Source: an optimization exercise on an open RTL-to-GDS flow (aim: small area and a short achievable clock period). Production flows keep margins and buffers that such runs may drop. Where RTL was checked, it was by simulation tests only, not by an equivalence proof against the original. Power figures rest on the tool's default switching activity, not on a simulated workload.

== pepper ==
## adder
module adder #(
    parameter N = 512,
    parameter p = 512'h65b48e8f740f89bffc8ab0d15e3e4c4ab42d083aedc88c425afbfcc69322c9cda7aac6c567f35507516730cc1f0b4f25c2721bf457aca8351b81b90533c6c87b,
    parameter word_size = 32,
    parameter chunks = N/word_size
    ) (
    input clk,
    input rst,
    input c_in,
    input wire [N-1:0] X, Y,
    output wire [N:0] Z,
    output reg done
);
For scale: about 1200 flip-flops, ~1500 I/O pins.
export LEC_CHECK = 0
export ABC_AREA = 1
export CAP_MARGIN = 20
export CORE_AREA = 10 10 530 530
export CTS_CLUSTER_DIAMETER = 80
export CTS_CLUSTER_SIZE = 30
export DIE_AREA = 0 0 540 540
export SLEW_MARGIN = 20
create_clock -name core_clock -period 10.0 [get_ports {clk}]
standard.sh (not shown) runs the stock make flow with config.mk's settings and CLKGATE_MAP_FILE= SYNTH_SCRIPT=/design/flow/synth_recipe.tcl, a recipe that flattens the netlist after the stock synthesis.
==> flow/flow/run.sh <==
#!/bin/bash
set -euo pipefail
MARGIN=${MARGIN:-6.5}
bash standard.sh \
  "BUFFER_PORTS_ARGS=-buffer_cell sky130_fd_sc_hd__buf_1" \
  "SETUP_SLACK_MARGIN=$MARGIN" \
  finish > standard.log 2>&1
Input-level comparison between raven and pepper:
- DIE_AREA changed from 0 0 540 540 to 0 0 380 380
- CORE_AREA changed from 10 10 530 530 to 10 10 370 370
==> flow/flow/run.sh <==
#!/bin/bash
# Own layout flow: the standard flow with the standard synthesis unchanged, and
#  - port buffers made from plain buffers (buf_1, resized later as timing needs) instead of the
#    default delay buffer,
#  - pins allowed on every routing track of the die's edge, so that the die can be small,
set -euo pipefail
MARGIN=${MARGIN:-6.5}
bash standard.sh \
  "BUFFER_PORTS_ARGS=-buffer_cell sky130_fd_sc_hd__buf_1" \
  "PLACE_PINS_ARGS=-min_distance 1 -min_distance_in_tracks" \
  "SETUP_SLACK_MARGIN=$MARGIN" \
  finish > standard.log 2>&1
raven reached the end of the flow, and the finished layout is clean on the timing, design-rule and antenna checks. Taking pepper as the reference point, the die extent in x of raven falls by about 30%. Going from pepper to raven, the worst-case setup slack after placement was found to have gone up by 0.36 ns. Against pepper as the reference, raven delivers a lower cell row count. Min placed cell count across pepper and raven: raven. Logic gate share of total power (higher): pepper. Run comparison: raven beginning of the critical path zr[311]; pepper beginning of the critical path zr[91].
For tundra, these inputs were changed with respect to raven:
- CTS_CLUSTER_SIZE removed (was 30)
- CORE_AREA changed from 10 10 370 370 to 10 10 530 530
- DIE_AREA changed from 0 0 380 380 to 0 0 540 540
- CTS_CLUSTER_DIAMETER removed (was 80)
==> flow/flow/run.sh <==
#!/bin/bash
set -euo pipefail
MARGIN=${MARGIN:-6.3}
bash standard.sh \
  "BUFFER_PORTS_ARGS=-buffer_cell sky130_fd_sc_hd__buf_2" \
  "SETUP_SLACK_MARGIN=$MARGIN" \
  finish > standard.log 2>&1
Findings:
tundra finished all stages; the layout is clean. raven has a higher register-to-register setup slack than tundra. Delta (tundra minus raven): global routing met3 resource utilization now sits lower; synthesis-to-layout area growth now sits higher; routed wire length climbed 91000 um.
No run of this note included a check of the RTL's function; only the layout flow was run.

========
Another version of the RTL of adder (not shown whole).
Size: about 4800 cells after synthesis, roughly 1200 flip-flops, about 1500 I/O pins.
export LEC_CHECK = 0
export ABC_AREA = 1
export CAP_MARGIN = 20
export CORE_AREA = 10 10 370 370
export CTS_CLUSTER_DIAMETER = 80
export CTS_CLUSTER_SIZE = 30
export DIE_AREA = 0 0 380 380
export SLEW_MARGIN = 20
export SYNTH_HIERARCHICAL = 1
export SYNTH_MINIMUM_KEEP_SIZE = 0
create_clock -name core_clock -period 10.0 [get_ports {clk}]
==> flow/flow/run.sh <==
#!/bin/bash
# Own layout flow: the standard flow with the standard synthesis unchanged, and
#  - port buffers made from plain buffers (buf_1, resized later as timing needs) instead of the
#    default delay buffer,
#  - pins allowed on every routing track of the die's edge, so that the die can be small,
set -euo pipefail
MARGIN=${MARGIN:-7.0}
bash standard.sh \
  "BUFFER_PORTS_ARGS=-buffer_cell sky130_fd_sc_hd__buf_1" \
  "PLACE_PINS_ARGS=-min_distance 1 -min_distance_in_tracks" \
  "SETUP_SLACK_MARGIN=$MARGIN" \
  "CTS_ARGS=-sink_clustering_enable -repair_clock_nets -sink_clustering_size 30 -sink_clustering_max_diameter 80 -dont_use_dummy_load" \
  finish > standard.log 2>&1
The baseline finished clean.
Next try:
--- a/flow/flow/run.sh
+++ b/flow/flow/run.sh
@@ -7 +7 @@
-MARGIN=${MARGIN:-7.0}
+MARGIN=${MARGIN:-6.8}
@@ -12 +11,0 @@
-  "CTS_ARGS=-sink_clustering_enable -repair_clock_nets -sink_clustering_size 30 -sink_clustering_max_diameter 80 -dont_use_dummy_load" \
--- a/flow/config.mk
+++ b/flow/config.mk
@@ -10 +10 @@
-export CORE_AREA = 10 10 370 370
+export CORE_AREA = 10 10 320 320
@@ -13 +13,2 @@
-export DIE_AREA = 0 0 380 380
+export DIE_AREA = 0 0 330 330
+export PLACE_DENSITY = 0.75
Effect: The changed run ran to the end with no violations. Synthesized cell count does not change. Die area drops by 25%. Global-route usage rises by 8.0 points. Cell count is lower by 5.2%. Flip-flop and latch count is unchanged. Power goes down by 1.0%. Core utilization climbs by 17 points. Cell area falls by 1.6%. Clock skew went down by 0.037 ns.
Next try:
==> flow/flow/run.sh (replaced) <==
#!/bin/bash
set -euo pipefail
MARGIN=${MARGIN:-6.5}
bash standard.sh \
  "BUFFER_PORTS_ARGS=-buffer_cell sky130_fd_sc_hd__buf_1" \
  "SETUP_SLACK_MARGIN=$MARGIN" \
  finish > standard.log 2>&1
--- a/flow/config.mk
+++ b/flow/config.mk
@@ -10 +10 @@
-export CORE_AREA = 10 10 320 320
+export CORE_AREA = 10 10 530 530
@@ -13,2 +13 @@
-export DIE_AREA = 0 0 330 330
-export PLACE_DENSITY = 0.75
+export DIE_AREA = 0 0 540 540
Effect: Routed wire length climbs by 46%; worst hold slack got worse by 0.0097 ns; synthesized cell count is unchanged; clock-buffer cell count rises by 17; sequential power barely changes; sequential share of layout area goes down by 1.6 points; design area increases by 3.8%; power goes up by 10%; cell count rises by 30%; die area grows to 2.7 times its value; setup slack gets worse by 0.21 ns.
Next try:
--- a/flow/flow/run.sh
+++ b/flow/flow/run.sh
@@ -1,0 +2,4 @@
+# Own layout flow: the standard flow with the standard synthesis unchanged, and
+#  - port buffers made from plain buffers (buf_1, resized later as timing needs) instead of the
+#    default delay buffer,
+#  - pins allowed on every routing track of the die's edge, so that the die can be small,
@@ -5,0 +10 @@
+  "PLACE_PINS_ARGS=-min_distance 1 -min_distance_in_tracks" \
--- a/flow/config.mk
+++ b/flow/config.mk
@@ -10 +10 @@
-export CORE_AREA = 10 10 530 530
+export CORE_AREA = 10 10 370 370
@@ -13 +13 @@
-export DIE_AREA = 0 0 540 540
+export DIE_AREA = 0 0 380 380
What happened: Final area went down by 5.5%. Global-route usage came out higher by 7.9 points. Wire length goes down by 31%. Count of clock-buffer cells in the layout came out lower by 17. Core utilization goes up by 24 points. Final cell count drops by 19%. Worst setup slack is better by 0.13 ns. Area after synthesis does not change. Total power went down by 8.0%.
Next try:
--- a/flow/flow/run.sh
+++ b/flow/flow/run.sh
@@ -7 +7 @@
-MARGIN=${MARGIN:-6.5}
+MARGIN=${MARGIN:-6.8}
What happened: The changed run finished with timing, DRC and antenna clean; worst hold slack hardly moves; wire length fell by about 0.7%; worst setup slack gains 0.082 ns; power rose by 4.2%; design area rose by 4.2%.

========
Another version of the RTL of adder (not shown whole).
For scale: ~4700 cells after synthesis, roughly 690 flip-flops, ~46000 µm² of cells after synthesis.
==> flow/config.mk <==
export PLATFORM = sky130hd
export DESIGN_NAME = adder
export DESIGN_NICKNAME = adder
export VERILOG_FILES = /design/flow/design.v
export SDC_FILE = /design/flow/constraint.sdc
export NUM_CORES = 4
export LEC_CHECK = 0
export ABC_AREA = 1
export CAP_MARGIN = 20
export CORE_AREA = 10 10 370 370
export CTS_CLUSTER_DIAMETER = 80
export CTS_CLUSTER_SIZE = 30
export DIE_AREA = 0 0 380 380
export SLEW_MARGIN = 20
export SYNTH_HIERARCHICAL = 1
export SYNTH_MINIMUM_KEEP_SIZE = 0
==> flow/constraint.sdc <==
create_clock -name core_clock -period 10.0 [get_ports {clk}]
set_input_delay 2.0000 -clock core_clock [delete_from_list [all_inputs] [get_ports {clk}]]
set_output_delay 2.0000 -clock core_clock [all_outputs]
set_load 0.01 [all_outputs]
==> flow/flow/run.sh <==
#!/bin/bash
# Own layout flow: the standard flow with the standard synthesis unchanged, and
#  - port buffers made from plain buffers (buf_1, resized later as timing needs) instead of the
#    default delay buffer,
#  - pins allowed on every routing track of the die's edge, so that the die can be small,
#  - after global placement, each output buffer moved next to the register that drives it
#    (move_outbufs.tcl); detailed placement legalizes it,
#  - clock tree sinks clustered in groups of up to 30 within 80 um, without dummy loads.
# Each tool's full output stays in orfs/logs/; make's output goes to standard.log and
# move_outbufs.log here.
set -euo pipefail
MARGIN=${MARGIN:-6.5}
HERE=$(pwd)
ARGS=(
  "BUFFER_PORTS_ARGS=-buffer_cell sky130_fd_sc_hd__buf_1"
  "PLACE_PINS_ARGS=-min_distance 1 -min_distance_in_tracks"
  "SETUP_SLACK_MARGIN=$MARGIN"
  "CTS_ARGS=-sink_clustering_enable -repair_clock_nets -sink_clustering_size 30 -sink_clustering_max_diameter 80 -dont_use_dummy_load"
)
RES=$HERE/orfs/results/sky130hd/adder/base
bash standard.sh "${ARGS[@]}" "$RES/3_3_place_gp.odb" > standard.log 2>&1
ODB_FILE=$RES/3_3_place_gp.odb openroad -no_init -exit "$HERE/flow/move_outbufs.tcl" > move_outbufs.log 2>&1
bash standard.sh "${ARGS[@]}" finish >> standard.log 2>&1
==> flow/flow/move_outbufs.tcl <==
# Moves each output port's buffer next to the register that drives it, so that the register
# drives a short wire and the (resizable) buffer drives the wire to the pin.
read_db $::env(ODB_FILE)
set block [ord::get_db_block]
set moved 0
foreach bterm [$block getBTerms] {
  if {[$bterm getIoType] ne "OUTPUT"} continue
  set net [$bterm getNet]
  if {$net eq "NULL"} continue
  set buf ""
  foreach it [$net getITerms] { if {[$it isOutputSignal]} { set buf [$it getInst] } }
  if {$buf eq ""} continue
  set drv ""
  foreach it [$buf getITerms] {
    if {[$it isInputSignal]} {
      set innet [$it getNet]
      if {$innet eq "NULL"} continue
      foreach jt [$innet getITerms] { if {[$jt isOutputSignal]} { set drv [$jt getInst] } }
    }
  }
  if {$drv eq ""} continue
  set loc [$drv getLocation]
  $buf setLocation [lindex $loc 0] [lindex $loc 1]
  incr moved
}
puts "moved $moved output buffers"
write_db $::env(ODB_FILE)
Then changed:
--- a/flow/flow/run.sh
+++ b/flow/flow/run.sh
@@ -6,3 +6,3 @@
 #  - after global placement, each output buffer moved next to the register that drives it
-#    (move_outbufs.tcl); detailed placement legalizes it,
+#    and made a buf_2 (move_outbufs.tcl); detailed placement legalizes it,
 #  - clock tree sinks clustered in groups of up to 30 within 80 um, without dummy loads.
--- a/flow/flow/move_outbufs.tcl
+++ b/flow/flow/move_outbufs.tcl
@@ -1,3 +1,3 @@
 # Moves each output port's buffer next to the register that drives it, so that the register
-# drives a short wire and the (resizable) buffer drives the wire to the pin.
+# drives a short wire and the (resizable) buffer, made a buf_2, drives the wire to the pin.
 read_db $::env(ODB_FILE)
@@ -5,2 +5,3 @@
 set moved 0
+set buf2 [[ord::get_db] findMaster sky130_fd_sc_hd__buf_2]
 foreach bterm [$block getBTerms] {
@@ -23,2 +24,3 @@
   $buf setLocation [lindex $loc 0] [lindex $loc 1]
+  if {[[$buf getMaster] getName] eq "sky130_fd_sc_hd__buf_1"} { $buf swapMaster $buf2 }
   incr moved
Result: The new run finished clean. Sequential power hardly moves. Design area rises slightly. Final cell count barely changes. Wire length is about the same. Non-clock buffer count falls by 14.
Then changed:
--- a/flow/flow/run.sh
+++ b/flow/flow/run.sh
@@ -6,3 +6,3 @@
 #  - after global placement, each output buffer moved next to the register that drives it
-#    and made a buf_2 (move_outbufs.tcl); detailed placement legalizes it,
+#    (move_outbufs.tcl); detailed placement legalizes it,
 #  - clock tree sinks clustered in groups of up to 30 within 80 um, without dummy loads.
@@ -11,3 +11,3 @@
 set -euo pipefail
-MARGIN=${MARGIN:-6.5}
+MARGIN=${MARGIN:-6.65}
 HERE=$(pwd)
--- a/flow/flow/move_outbufs.tcl
+++ b/flow/flow/move_outbufs.tcl
@@ -1,3 +1,3 @@
 # Moves each output port's buffer next to the register that drives it, so that the register
-# drives a short wire and the (resizable) buffer, made a buf_2, drives the wire to the pin.
+# drives a short wire and the (resizable) buffer drives the wire to the pin.
 read_db $::env(ODB_FILE)
@@ -5,3 +5,2 @@
 set moved 0
-set buf2 [[ord::get_db] findMaster sky130_fd_sc_hd__buf_2]
 foreach bterm [$block getBTerms] {
@@ -24,3 +23,2 @@
   $buf setLocation [lindex $loc 0] [lindex $loc 1]
-  if {[[$buf getMaster] getName] eq "sky130_fd_sc_hd__buf_1"} { $buf swapMaster $buf2 }
   incr moved
=>
- worst setup slack is worse by 22 ps
- non-clock buffer count rose by 181
- routed wire length rose by about 3.3%
Then changed:
--- a/flow/flow/run.sh
+++ b/flow/flow/run.sh
@@ -7,3 +7,3 @@
 #    (move_outbufs.tcl); detailed placement legalizes it,
-#  - clock tree sinks clustered in groups of up to 30 within 80 um, without dummy loads.
+#  - clock tree sinks clustered in groups of up to 20 within 50 um, without dummy loads.
 # Each tool's full output stays in orfs/logs/; make's output goes to standard.log and
@@ -11,3 +11,3 @@
 set -euo pipefail
-MARGIN=${MARGIN:-6.65}
+MARGIN=${MARGIN:-6.5}
 HERE=$(pwd)
@@ -17,3 +17,3 @@
   "SETUP_SLACK_MARGIN=$MARGIN"
-  "CTS_ARGS=-sink_clustering_enable -repair_clock_nets -sink_clustering_size 30 -sink_clustering_max_diameter 80 -dont_use_dummy_load"
+  "CTS_ARGS=-sink_clustering_enable -repair_clock_nets -sink_clustering_size 20 -sink_clustering_max_diameter 50 -dont_use_dummy_load"
 )
The new run ran to the end with no violations.
Core utilization came out lower by 0.83 points.
Synthesized cell count does not change.
Area after synthesis is unchanged.
Total power rose by 9.4%.
Wire length went down by 2.5%.
Cell count shrinks by 1.5%.
Count of clock-buffer cells in the layout grows by 60.
Worst setup slack degrades by 45 ps.
Sequential cell count does not change.
Via count falls by 1.1%.
Critical path depth decreases by 1.
Then changed:
==> flow/flow/run.sh (replaced) <==
#!/bin/bash
# Own layout flow: the standard flow with the standard synthesis unchanged, and
#  - port buffers made from plain buffers (buf_1, resized later as timing needs) instead of the
#    default delay buffer,
#  - pins allowed on every routing track of the die's edge, so that the die can be small,
set -euo pipefail
MARGIN=${MARGIN:-6.5}
bash standard.sh \
  "BUFFER_PORTS_ARGS=-buffer_cell sky130_fd_sc_hd__buf_1" \
  "PLACE_PINS_ARGS=-min_distance 1 -min_distance_in_tracks" \
  "SETUP_SLACK_MARGIN=$MARGIN" \
  "CTS_ARGS=-sink_clustering_enable -repair_clock_nets -sink_clustering_size 30 -sink_clustering_max_diameter 80 -dont_use_dummy_load" \
  finish > standard.log 2>&1
removed: flow/flow/move_outbufs.tcl
Result: Sequential share of layout area went up by 0.68 points; routed wire length went down by about 1.1%; final area went down by about 2%; clock-buffer cell count went down by 56; synthesized cell count does not change; power went down by 11%; combinational power barely changes; worst setup slack loses 65 ps; global-route usage went down by 0.46 points; via count is about the same.

## re-timing with driven ports
How much do the figures lean on ideal ports? The routed layouts below were timed once more, with nothing changed but the port constraints. Step 1 (the two cells are an assumption about what drives the block):
set clk [get_ports {clk}]
set_driving_cell -lib_cell sky130_fd_sc_hd__clkbuf_16 $clk
set_driving_cell -lib_cell sky130_fd_sc_hd__buf_2 [delete_from_list [all_inputs] $clk]
Step 2 adds t to the input delays and takes it off the output delays; t is the mean of the earliest and latest rising clock arrival at the registers after step 1. Input paths then give back, and output paths get back, about the clock's delay inside the block. a / b / c = no drivers / after step 1 / after step 2; a / b = the first two.
| run | shift t [ns] | slack for setup (ns) | latest minus earliest clock arrival (ns) |
|---|---|---|---|
| pepper | 0.845 | 6.515 / 6.411 / 6.110 | 0.069 / 0.069 |
| raven | 0.774 | 6.521 / 6.438 / 6.256 | 0.043 / 0.043 |
| tundra | 0.886 | 6.471 / 6.371 / 6.165 | 0.116 / 0.116 |
| the first run of note 2 | 0.706 | 6.651 / 6.574 / 6.297 | 0.087 / 0.087 |
| the second run of note 2 | 0.733 | 6.623 / 6.548 / 6.161 | 0.044 / 0.044 |
| the third run of note 2 | 0.823 | 6.418 / 6.418 / 6.115 | 0.068 / 0.068 |
| the fourth run of note 2 | 0.772 | 6.543 / 6.468 / 6.209 | 0.043 / 0.043 |
| the fifth run of note 2 | 0.733 | 6.626 / 6.548 / 6.198 | 0.044 / 0.044 |
| the first run of note 3 | 0.708 | 6.507 / 6.434 / 6.195 | 0.080 / 0.080 |
| the second run of note 3 | 0.711 | 6.602 / 6.530 / 6.197 | 0.084 / 0.083 |
| the third run of note 3 | 0.727 | 6.580 / 6.504 / 6.071 | 0.071 / 0.070 |
| the fourth run of note 3 | 0.742 | 6.535 / 6.460 / 6.188 | 0.074 / 0.073 |
| the fifth run of note 3 | 0.721 | 6.470 / 6.394 / 6.198 | 0.078 / 0.079 |
After both steps setup and hold are still met in every run listed. The setup slack of the third run of note 3, which loses most, moves by -0.076 ns with the drivers and by -0.509 ns with both steps.
